What follows belongs to an exercise in optimizing a design on an open flow for small area; a production flow would make more cautious choices.
Where RTL was checked, it was by simulation tests only, not by an equivalence proof against the original.

// sqrt_u32
module sqrt_u32 (
    input  wire        clk,
    input  wire        rst_n,
    input  wire        valid_in,
    input  wire [31:0] data_i,
    output wire        valid_out,
    output wire [15:0] data_o
);
clock: 9.0 ns
lec_check: 0
abc_area: 1
cap_margin: 20
core_margin: 2
core_utilization: 55
place_density: 0.65
slew_margin: 20
standard.sh (not shown) runs the stock make flow with config.mk's settings and CLKGATE_MAP_FILE= SYNTH_SCRIPT=/design/flow/synth_recipe.tcl, a recipe that flattens the netlist after the stock synthesis.
==> flow/flow/run.sh <==
#!/bin/bash
# Standard layout (standard.sh) with its own logic mapping:
# - synthesis skips Yosys's full-adder extraction (ADDER_MAP_FILE empty), so ABC maps the
#   carry chains itself;
# - ABC runs flow/area.abc instead of ORFS's script. Everything else in synthesis (registers,
#   flattening, renaming) is the standard synthesis script, patched only at the abc call.
export BUFFER_PORTS_ARGS="-buffer_cell sky130_fd_sc_hd__buf_1"
set -euo pipefail
here=$(pwd)
sed 's|^\(\s*\)log_cmd abc {\*}$abc_args|\1log_cmd abc {*}[lreplace $abc_args 1 1 $::env(MY_ABC_SCRIPT)]|' \
  "$FLOW_HOME/scripts/synth.tcl" > "$here/synth_abc.tcl"
grep -q 'MY_ABC_SCRIPT' "$here/synth_abc.tcl"
sed "s|\$::env(SCRIPTS_DIR)/synth.tcl|$here/synth_abc.tcl|" synth_recipe.tcl > "$here/synth_recipe_abc.tcl"
grep -q synth_abc.tcl "$here/synth_recipe_abc.tcl"
sed "s|SYNTH_SCRIPT=[^ ]*|SYNTH_SCRIPT=$here/synth_recipe_abc.tcl|" standard.sh > "$here/standard_abc.sh"
export ADDER_MAP_FILE=
export MY_ABC_SCRIPT="$here/flow/area.abc"
bash "$here/standard_abc.sh" > standard.log 2>&1
==> flow/flow/area.abc <==
strash
dc2
dch -f
map -a
topo
stime -c
buffer -c
upsize -c
dnsize -c
The first run completed and failed the layout checks on setup timing.
Change:
--- a/flow/design.v
+++ b/flow/design.v
@@ -1,25 +1,25 @@
 module sqrt_u32 (
     input  wire        clk,
     input  wire        rst_n,
     input  wire        valid_in,
     input  wire [31:0] data_i,
     output wire        valid_out,
     output wire [15:0] data_o
 );
-    reg [2:0] v;
+    reg [1:0] v;
     always @(posedge clk or negedge rst_n)
-        if (!rst_n) v <= 3'd0;
-        else v <= {v[1:0], valid_in};
-    assign valid_out = v[2];
+        if (!rst_n) v <= 2'd0;
+        else v <= {v[0], valid_in};
+    assign valid_out = v[1];
     wire [31:0] x0_d, x0;
     wire [1:0] r1_d, r1;
     wire [0:0] q1_d, q1;
     wire [29:0] x1_d, x1;
     wire [2:0] r2_d, r2;
     wire [1:0] q2_d, q2;
     wire [27:0] x2_d, x2;
     wire [3:0] r3_d, r3;
     wire [2:0] q3_d, q3;
     wire [25:0] x3_d, x3;
     wire [4:0] r4_d, r4;
     wire [3:0] q4_d, q4;
@@ -68,38 +68,38 @@
     assign r3 = r3_d;
     assign q3 = q3_d;
     assign x3 = x3_d;
     assign r4 = r4_d;
     assign q4 = q4_d;
     assign x4 = x4_d;
     assign r5 = r5_d;
     assign q5 = q5_d;
     assign x5 = x5_d;
     assign r6 = r6_d;
     assign q6 = q6_d;
     assign x6 = x6_d;
-    reg  [7:0] r7_q;
-    reg  [6:0] q7_q;
-    reg  [17:0] x7_q;
+    assign r7 = r7_d;
+    assign q7 = q7_d;
+    assign x7 = x7_d;
+    reg  [8:0] r8_q;
+    reg  [7:0] q8_q;
+    reg  [15:0] x8_q;
     always @(posedge clk) begin
-        r7_q <= r7_d;
-        q7_q <= q7_d;
-        x7_q <= x7_d;
+        r8_q <= r8_d;
+        q8_q <= q8_d;
+        x8_q <= x8_d;
     end
-    assign r7 = r7_q;
-    assign q7 = q7_q;
-    assign x7 = x7_q;
-    assign r8 = r8_d;
-    assign q8 = q8_d;
-    assign x8 = x8_d;
+    assign r8 = r8_q;
+    assign q8 = q8_q;
+    assign x8 = x8_q;
     assign r9 = r9_d;
     assign q9 = q9_d;
     assign x9 = x9_d;
     assign r10 = r10_d;
     assign q10 = q10_d;
     assign x10 = x10_d;
     assign r11 = r11_d;
     assign q11 = q11_d;
     assign x11 = x11_d;
     reg  [12:0] r12_q;
     reg  [11:0] q12_q;
     reg  [7:0] x12_q;
@@ -110,29 +110,25 @@
     end
     assign r12 = r12_q;
     assign q12 = q12_q;
     assign x12 = x12_q;
     assign r13 = r13_d;
     assign q13 = q13_d;
     assign x13 = x13_d;
     assign r14 = r14_d;
     assign q14 = q14_d;
     assign x14 = x14_d;
     assign q15 = q15_d;
     assign x15 = x15_d;
-    reg  [15:0] q16_q;
-    always @(posedge clk) begin
-        q16_q <= q16_d;
-    end
-    assign q16 = q16_q;
+    assign q16 = q16_d;
     wire [1:0] t0 = x0[31:30];
     wire [2:0] d0 = {1'b0, t0} - 3'd1;
     wire ge0 = ~d0[2];
     assign r1_d = ge0 ? d0[1:0] : t0[1:0];
     assign x1_d = x0[29:0];
     assign q1_d = ge0;
     wire [3:0] t1 = {r1, x1[29:28]};
     wire [4:0] c1;
     wire [3:0] d1;
     wire [3:0] n1 = {1'b1, ~q1, 2'b10};
     assign c1[0] = 1'b1;
     assign d1[0] = t1[0] ^ n1[0] ^ c1[0];
=> The new run finished but failed the layout checks on setup timing; die area decreases by 0.78%; setup slack gets worse by 0.14 ns; final area grows by 2.3%; synthesized area falls by 0.82%; core utilization grows by 1.8 points; hold slack loses 0.0035 ns; wire length grows by 9.5%; register-to-register slack improved by 1.1 ns.
Function not checked in the first run of this note: the RTL went through the layout flow alone.

== alpha ==
Another version of the RTL of sqrt_u32 (not shown whole).
Size in the first run: about 1100 cells after synthesis, ~51 flip-flops, about 52 I/O pins, roughly 6500 um^2 of cells after synthesis.
## sqrt_u32
module sqrt_u32 (
    input  wire        clk,
    input  wire        rst_n,
    input  wire        valid_in,
    input  wire [31:0] data_i,
    output wire        valid_out,
    output wire [15:0] data_o
);
Settings: LEC_CHECK=0, ABC_AREA=1, CAP_MARGIN=20, CORE_MARGIN=2, CORE_UTILIZATION=40, SLEW_MARGIN=20; clock period 9.0 ns.
==> flow/flow/run.sh <==
#!/bin/bash
# Standard layout, but synthesis skips Yosys's full-adder extraction (ADDER_MAP_FILE empty),
# so ABC maps the carry chains itself; registers and everything else are as standard.
set -euo pipefail
export ADDER_MAP_FILE=
bash standard.sh > standard.log 2>&1
[flow] alpha | stages: complete | final checks: fail | reason: negative setup slack
Edits applied to the flow inputs when going from alpha to gamma:
diff --git a/flow/design.v b/flow/design.v
--- a/flow/design.v
+++ b/flow/design.v
@@ -71,60 +71,64 @@
     assign x3 = x3_d;
     assign r4 = r4_d;
     assign q4 = q4_d;
     assign x4 = x4_d;
     assign r5 = r5_d;
     assign q5 = q5_d;
     assign x5 = x5_d;
     assign r6 = r6_d;
     assign q6 = q6_d;
     assign x6 = x6_d;
-    assign r7 = r7_d;
-    assign q7 = q7_d;
-    assign x7 = x7_d;
+    reg  [7:0] r7_q;
+    reg  [6:0] q7_q;
+    reg  [17:0] x7_q;
+    always @(posedge clk) begin
+        r7_q <= r7_d;
+        q7_q <= q7_d;
+        x7_q <= x7_d;
+    end
+    assign r7 = r7_q;
+    assign q7 = q7_q;
+    assign x7 = x7_q;
     assign r8 = r8_d;
     assign q8 = q8_d;
     assign x8 = x8_d;
     assign r9 = r9_d;
     assign q9 = q9_d;
     assign x9 = x9_d;
-    reg  [10:0] r10_q;
-    reg  [9:0] q10_q;
-    reg  [11:0] x10_q;
-    always @(posedge clk) begin
-        r10_q <= r10_d;
-        q10_q <= q10_d;
-        x10_q <= x10_d;
-    end
-    assign r10 = r10_q;
-    assign q10 = q10_q;
-    assign x10 = x10_q;
+    assign r10 = r10_d;
+    assign q10 = q10_d;
+    assign x10 = x10_d;
     assign r11 = r11_d;
     assign q11 = q11_d;
     assign x11 = x11_d;
-    assign r12 = r12_d;
-    assign q12 = q12_d;
-    assign x12 = x12_d;
+    reg  [12:0] r12_q;
+    reg  [11:0] q12_q;
+    reg  [7:0] x12_q;
+    always @(posedge clk) begin
+        r12_q <= r12_d;
+        q12_q <= q12_d;
+        x12_q <= x12_d;
+    end
+    assign r12 = r12_q;
+    assign q12 = q12_q;
+    assign x12 = x12_q;
     assign r13 = r13_d;
     assign q13 = q13_d;
     assign x13 = x13_d;
     assign r14 = r14_d;
     assign q14 = q14_d;
     assign x14 = x14_d;
     assign r15 = r15_d;
     assign q15 = q15_d;
     assign x15 = x15_d;
-    reg  [15:0] q16_q;
-    always @(posedge clk) begin
-        q16_q <= q16_d;
-    end
-    assign q16 = q16_q;
+    assign q16 = q16_d;
     wire [1:0] t0 = x0[31:30];
     wire [2:0] d0 = {1'b0, t0} - 3'd1;
     wire ge0 = ~d0[2];
     assign r1_d = ge0 ? d0[1:0] : t0[1:0];
     assign x1_d = x0[29:0];
     assign q1_d = ge0;
     wire [3:0] t1 = {r1, x1[29:28]};
     wire [4:0] c1;
     wire [3:0] d1;
     wire [3:0] n1 = {1'b1, ~q1, 2'b10};
### Flow results
gamma had finished all stages when the layout checks came back failing, citing negative setup slack.
The leading cell type in the layout, fill and taps excluded comes out nand2_1 in one run and buf_4 in the other, namely in gamma and alpha respectively.
When the final numbers for gamma and alpha were put side by side, the die area turned out to be greater in gamma.
From alpha to gamma the numbers moved as follows: placeable core region grew by 1300 um^2; hold slack shrank by 43 ps; global-route usage shrank by 3.1 points; design area shrank by about 20%.
gamma has shortest period the worst path allows below what alpha had.
Function was not checked in any run of this note: the RTL went through the layout flow alone.

Another version of the RTL of sqrt_u32 (not shown whole).
Size in the first run: about 1,100 cells after synthesis, roughly 68 flip-flops, about 52 I/O pins, ~6300 µm² of cells after synthesis.
## sqrt_u32
module sqrt_u32 (
    input  wire        clk,
    input  wire        rst_n,
    input  wire        valid_in,
    input  wire [31:0] data_i,
    output wire        valid_out,
    output wire [15:0] data_o
);
    reg [1:0] v;
    always @(posedge clk or negedge rst_n)
        if (!rst_n) v <= 2'd0;
        else v <= {v[0], valid_in};
    assign valid_out = v[1];
    wire [9:0] r9_d;
    reg  [9:0] r9_q;
    wire [8:0] q9_d;
    reg  [8:0] q9_q;
    wire [13:0] x9_d;
    reg  [13:0] x9_q;
    always @(posedge clk) begin
        r9_q <= r9_d;
        q9_q <= q9_d;
        x9_q <= x9_d;
    end
    wire [13:0] r13_d;
    reg  [13:0] r13_q;
    wire [12:0] q13_d;
    reg  [12:0] q13_q;
    wire [5:0] x13_d;
    reg  [5:0] x13_q;
    always @(posedge clk) begin
        r13_q <= r13_d;
        q13_q <= q13_d;
        x13_q <= x13_d;
    end
    sqrt_seg0 u_seg0 (.x0(data_i), .r9(r9_d), .q9(q9_d), .x9(x9_d));
    sqrt_seg1 u_seg1 (.r9(r9_q), .q9(q9_q), .x9(x9_q), .r13(r13_d), .q13(q13_d), .x13(x13_d));
    sqrt_seg2 u_seg2 (.r13(r13_q), .q13(q13_q), .x13(x13_q), .q16(data_o));
endmodule
clock: 9.0 ns
lec_check: 0
abc_area: 1
cap_margin: 20
core_margin: 2
core_utilization: 55
cts_buf_list: sky130_fd_sc_hd__clkbuf_8
gpl_timing_driven: 0
place_density: 0.65
setup_slack_margin: -0.5
slew_margin: 20
==> flow/flow/run.sh <==
#!/bin/bash
# Standard layout (standard.sh) with its own logic mapping:
# - synthesis keeps the pipeline-stage modules apart until after ABC (SYNTH_HIERARCHICAL=1)
#   and maps each with its own ABC script (flow/*.abc), so a stage with timing to spare is
#   mapped for area and one without is mapped for speed; the standard flow's synthesis script then
#   flattens the design as usual (no pass-through buffers: SYNTH_INSBUF=0). The registers all
#   sit in the top module, as in the RTL.
# - Yosys's full-adder extraction is skipped (ADDER_MAP_FILE empty), so ABC maps the carry
#   chains itself.
# - input and output ports get the smallest buffer (buf_1).
export BUFFER_PORTS_ARGS="-buffer_cell sky130_fd_sc_hd__buf_1"
# - clock tree without dummy loads.
export CTS_ARGS="-sink_clustering_enable -repair_clock_nets -buf_list sky130_fd_sc_hd__clkbuf_8 -dont_use_dummy_load"
set -euo pipefail
here=$(pwd)
sed 's|^\(\s*\)log_cmd abc {\*}$abc_args|\1source $::env(MY_ABC_TCL)|' \
  "$FLOW_HOME/scripts/synth.tcl" > "$here/synth_abc.tcl"
grep -q 'MY_ABC_TCL' "$here/synth_abc.tcl"
sed "s|\$::env(SCRIPTS_DIR)/synth.tcl|$here/synth_abc.tcl|" synth_recipe.tcl > "$here/synth_recipe_abc.tcl"
grep -q synth_abc.tcl "$here/synth_recipe_abc.tcl"
sed "s|SYNTH_SCRIPT=[^ ]*|SYNTH_SCRIPT=$here/synth_recipe_abc.tcl|" standard.sh > "$here/standard_abc.sh"
export ADDER_MAP_FILE=
export SYNTH_HIERARCHICAL=1
export SYNTH_INSBUF=0
export MY_ABC_TCL="$here/flow/abc_per_module.tcl"
export MY_ABC_MOD=" sqrt_seg0 $here/flow/t6.abc sqrt_seg1 $here/flow/t6.abc sqrt_seg2 $here/flow/s11.abc"
bash "$here/standard_abc.sh" > standard.log 2>&1
==> flow/flow/abc_per_module.tcl <==
# Sourced by synth_abc.tcl in place of ORFS's single abc call: each pipeline-stage module gets
# its own ABC script (MY_ABC_MOD is "module script ..."), then the top module (registers only)
# gets ORFS's script.
foreach {mod scr} $::env(MY_ABC_MOD) {
  log_cmd abc {*}[lreplace $abc_args 1 1 $scr] $mod
}
log_cmd abc {*}$abc_args $::env(DESIGN_NAME)
==> flow/flow/s11.abc <==
strash
dc2
dch -f
map -a
topo
stime -c
buffer -c
upsize -c
dnsize -c
==> flow/flow/t6.abc <==
strash
dc2
dch
map -B 0.9
topo
stime -c
buffer -c
dnsize -c
Edit:
--- a/flow/design.v
+++ b/flow/design.v
@@ -273,21 +273,21 @@
     assign c9[8] = (t9[7] & n9[7]) | (t9[7] & c9[7]) | (n9[7] & c9[7]);
     assign d9[8] = t9[8] ^ n9[8] ^ c9[8];
     assign c9[9] = (t9[8] & n9[8]) | (t9[8] & c9[8]) | (n9[8] & c9[8]);
     assign d9[9] = t9[9] ^ n9[9] ^ c9[9];
     assign c9[10] = (t9[9] & n9[9]) | (t9[9] & c9[9]) | (n9[9] & c9[9]);
     assign d9[10] = t9[10] ^ n9[10] ^ c9[10];
     assign c9[11] = (t9[10] & n9[10]) | (t9[10] & c9[10]) | (n9[10] & c9[10]);
     assign d9[11] = t9[11] ^ n9[11] ^ c9[11];
     assign c9[12] = (t9[11] & n9[11]) | (t9[11] & c9[11]) | (n9[11] & c9[11]);
     wire ge9 = c9[12];
-    wire [10:0] r10 = ge9 ? d9[10:0] : t9[10:0];
+    wire [10:0] r10 = t9[10:0] ^ ({11{ge9}} & (n9[10:0] ^ c9[10:0]));
     wire [11:0] x10 = x9[11:0];
     wire [9:0] q10 = {q9, ge9};
     wire [12:0] t10 = {r10, x10[11:10]};
     wire [12:0] n10 = {1'b1, ~q10, 2'b10};
     wire [13:0] c10;
     wire [12:0] d10;
     assign c10[0] = 1'b1;
     assign d10[0] = t10[0] ^ n10[0] ^ c10[0];
     assign c10[1] = (t10[0] & n10[0]) | (t10[0] & c10[0]) | (n10[0] & c10[0]);
     assign d10[1] = t10[1] ^ n10[1] ^ c10[1];
Final cell count decreases by a few percent.
Clock-buffer cell count is unchanged.
Utilization went up by 4.5 points.
Wire length went down slightly.
Cell area goes up by a few percent.
Clock skew came out higher by 10 ps.
For the second run of this note, only the layout was checked, not whether the RTL still works.

old:
sqrt_u32, a different RTL version from the one above (not shown whole).
Size: roughly 1100 cells after synthesis, ~68 flip-flops, about 52 I/O pins.
// sqrt_u32
module sqrt_u32 (
    input  wire        clk,
    input  wire        rst_n,
    input  wire        valid_in,
    input  wire [31:0] data_i,
    output wire        valid_out,
    output wire [15:0] data_o
);
Settings: LEC_CHECK=0, ABC_AREA=1, CAP_MARGIN=20, CORE_MARGIN=2, CORE_UTILIZATION=55, CTS_BUF_LIST=sky130_fd_sc_hd__clkbuf_8, GPL_TIMING_DRIVEN=0, PLACE_DENSITY=0.65, SETUP_SLACK_MARGIN=-0.5, SLEW_MARGIN=20; clock period 9.0 ns.
==> flow/flow/run.sh <==
#!/bin/bash
# Standard layout (standard.sh) with its own logic mapping:
# - synthesis skips Yosys's full-adder extraction (ADDER_MAP_FILE empty), so ABC maps the
#   carry chains itself;
# - ABC runs flow/area.abc instead of ORFS's script. Everything else in synthesis (registers,
#   flattening, renaming) is the standard synthesis script, patched only at the abc call.
# - input and output ports get the smallest buffer (buf_1).
export BUFFER_PORTS_ARGS="-buffer_cell sky130_fd_sc_hd__buf_1"
# - clock tree without dummy loads.
export CTS_ARGS="-sink_clustering_enable -repair_clock_nets -buf_list sky130_fd_sc_hd__clkbuf_8 -dont_use_dummy_load"
set -euo pipefail
here=$(pwd)
sed 's|^\(\s*\)log_cmd abc {\*}$abc_args|\1log_cmd abc {*}[lreplace $abc_args 1 1 $::env(MY_ABC_SCRIPT)]|' \
  "$FLOW_HOME/scripts/synth.tcl" > "$here/synth_abc.tcl"
grep -q 'MY_ABC_SCRIPT' "$here/synth_abc.tcl"
sed "s|\$::env(SCRIPTS_DIR)/synth.tcl|$here/synth_abc.tcl|" synth_recipe.tcl > "$here/synth_recipe_abc.tcl"
grep -q synth_abc.tcl "$here/synth_recipe_abc.tcl"
sed "s|SYNTH_SCRIPT=[^ ]*|SYNTH_SCRIPT=$here/synth_recipe_abc.tcl|" standard.sh > "$here/standard_abc.sh"
export ADDER_MAP_FILE=
export MY_ABC_SCRIPT="$here/flow/area.abc"
bash "$here/standard_abc.sh" > standard.log 2>&1
==> flow/flow/area.abc <==
strash
dch
map -B 0.9
topo
stime -c
buffer -c
dnsize -c
old ran in full, but the layout does not pass; the checks complain about setup timing.
For new, these inputs were changed with respect to old:
--- a/flow/design.v
+++ b/flow/design.v
@@ -71,52 +71,52 @@
     assign r4 = r4_d;
     assign q4 = q4_d;
     assign x4 = x4_d;
     assign r5 = r5_d;
     assign q5 = q5_d;
     assign x5 = x5_d;
-    reg  [6:0] r6_q;
-    reg  [5:0] q6_q;
-    reg  [19:0] x6_q;
-    always @(posedge clk) begin
-        r6_q <= r6_d;
-        q6_q <= q6_d;
-        x6_q <= x6_d;
-    end
-    assign r6 = r6_q;
-    assign q6 = q6_q;
-    assign x6 = x6_q;
+    assign r6 = r6_d;
+    assign q6 = q6_d;
+    assign x6 = x6_d;
     assign r7 = r7_d;
     assign q7 = q7_d;
     assign x7 = x7_d;
     assign r8 = r8_d;
     assign q8 = q8_d;
     assign x8 = x8_d;
-    assign r9 = r9_d;
-    assign q9 = q9_d;
-    assign x9 = x9_d;
+    reg  [9:0] r9_q;
+    reg  [8:0] q9_q;
+    reg  [13:0] x9_q;
+    always @(posedge clk) begin
+        r9_q <= r9_d;
+        q9_q <= q9_d;
+        x9_q <= x9_d;
+    end
+    assign r9 = r9_q;
+    assign q9 = q9_q;
+    assign x9 = x9_q;
     assign r10 = r10_d;
     assign q10 = q10_d;
     assign x10 = x10_d;
     assign r11 = r11_d;
     assign q11 = q11_d;
     assign x11 = x11_d;
-    reg  [12:0] r12_q;
-    reg  [11:0] q12_q;
-    reg  [7:0] x12_q;
+    assign r12 = r12_d;
+    assign q12 = q12_d;
+    assign x12 = x12_d;
+    reg  [13:0] r13_q;
+    reg  [12:0] q13_q;
+    reg  [5:0] x13_q;
     always @(posedge clk) begin
-        r12_q <= r12_d;
-        q12_q <= q12_d;
-        x12_q <= x12_d;
+        r13_q <= r13_d;
+        q13_q <= q13_d;
+        x13_q <= x13_d;
     end
-    assign r12 = r12_q;
-    assign q12 = q12_q;
-    assign x12 = x12_q;
-    assign r13 = r13_d;
-    assign q13 = q13_d;
-    assign x13 = x13_d;
+    assign r13 = r13_q;
+    assign q13 = q13_q;
+    assign x13 = x13_q;
     assign r14 = r14_d;
     assign q14 = q14_d;
     assign x14 = x14_d;
     assign q15 = q15_d;
     assign x15 = x15_d;
     assign q16 = q16_d;
==> comparison <==
Having completed the whole flow, new delivered a layout that passed the timing, DRC and antenna checks. old has a higher vias per cell than new. Compared with old, in new sequential cell area share now sits higher; cell area decreased 7.4%; clock-pin slew on the worst setup and hold paths now sits lower. new ended with less final weighted congestion of routability-driven global placement than old. Multi-input gate share of the layout cell area in new vs old: up 1.3 points. Layout-stage area growth over the synthesis result on new is down relative to old. Critical path depth (new vs. old) increases by more than a quarter. On setup slack: between new and old, it ends up lower for old.
The RTL of old was laid out without a check of its function.

## afterwards: timing with drivers on the ports
How much do the figures lean on ideal ports? The routed layouts below were timed once more, with nothing changed but the port constraints.
Step 1: set_driving_cell puts a clkbuf_16 on clk and a buf_2 on each other input, an assumption about the parent block.
Step 2 adds t to the input delays and takes it off the output delays; t is the mean of the earliest and latest rising clock arrival at the registers after step 1. Input paths then give back, and output paths get back, about the clock's delay inside the block.
a / b / c = ideal / step 1 / step 2; a / b = the first two.
| run | t, ns | setup WS [ns] | latest minus earliest clock arrival (ns) |
|---|---|---|---|
| the first run of note 1 | 0.389 | -0.002 / -0.002 / -0.002 | 0.009 / 0.008 |
| the second run of note 1 | 0.371 | -0.142 / -0.179 / 0.192 | 0.008 / 0.008 |
| alpha | 0.341 | -2.546 / -2.556 / -2.896 | 0.013 / 0.013 |
| gamma | 0.385 | -0.029 / -0.070 / 0.315 | 0.019 / 0.019 |
| the first run of note 3 | 0.362 | 0.458 / 0.468 / 0.106 | 0.029 / 0.029 |
| the second run of note 3 | 0.369 | 0.358 / 0.358 / 0.035 | 0.029 / 0.028 |
| old | 0.373 | -0.314 / -0.351 / 0.022 | 0.032 / 0.033 |
| new | 0.370 | 0.452 / 0.463 / 0.093 | 0.022 / 0.022 |
For new, which loses most, drivers alone change the setup slack by +0.011 ns; drivers and shift together by -0.359 ns.
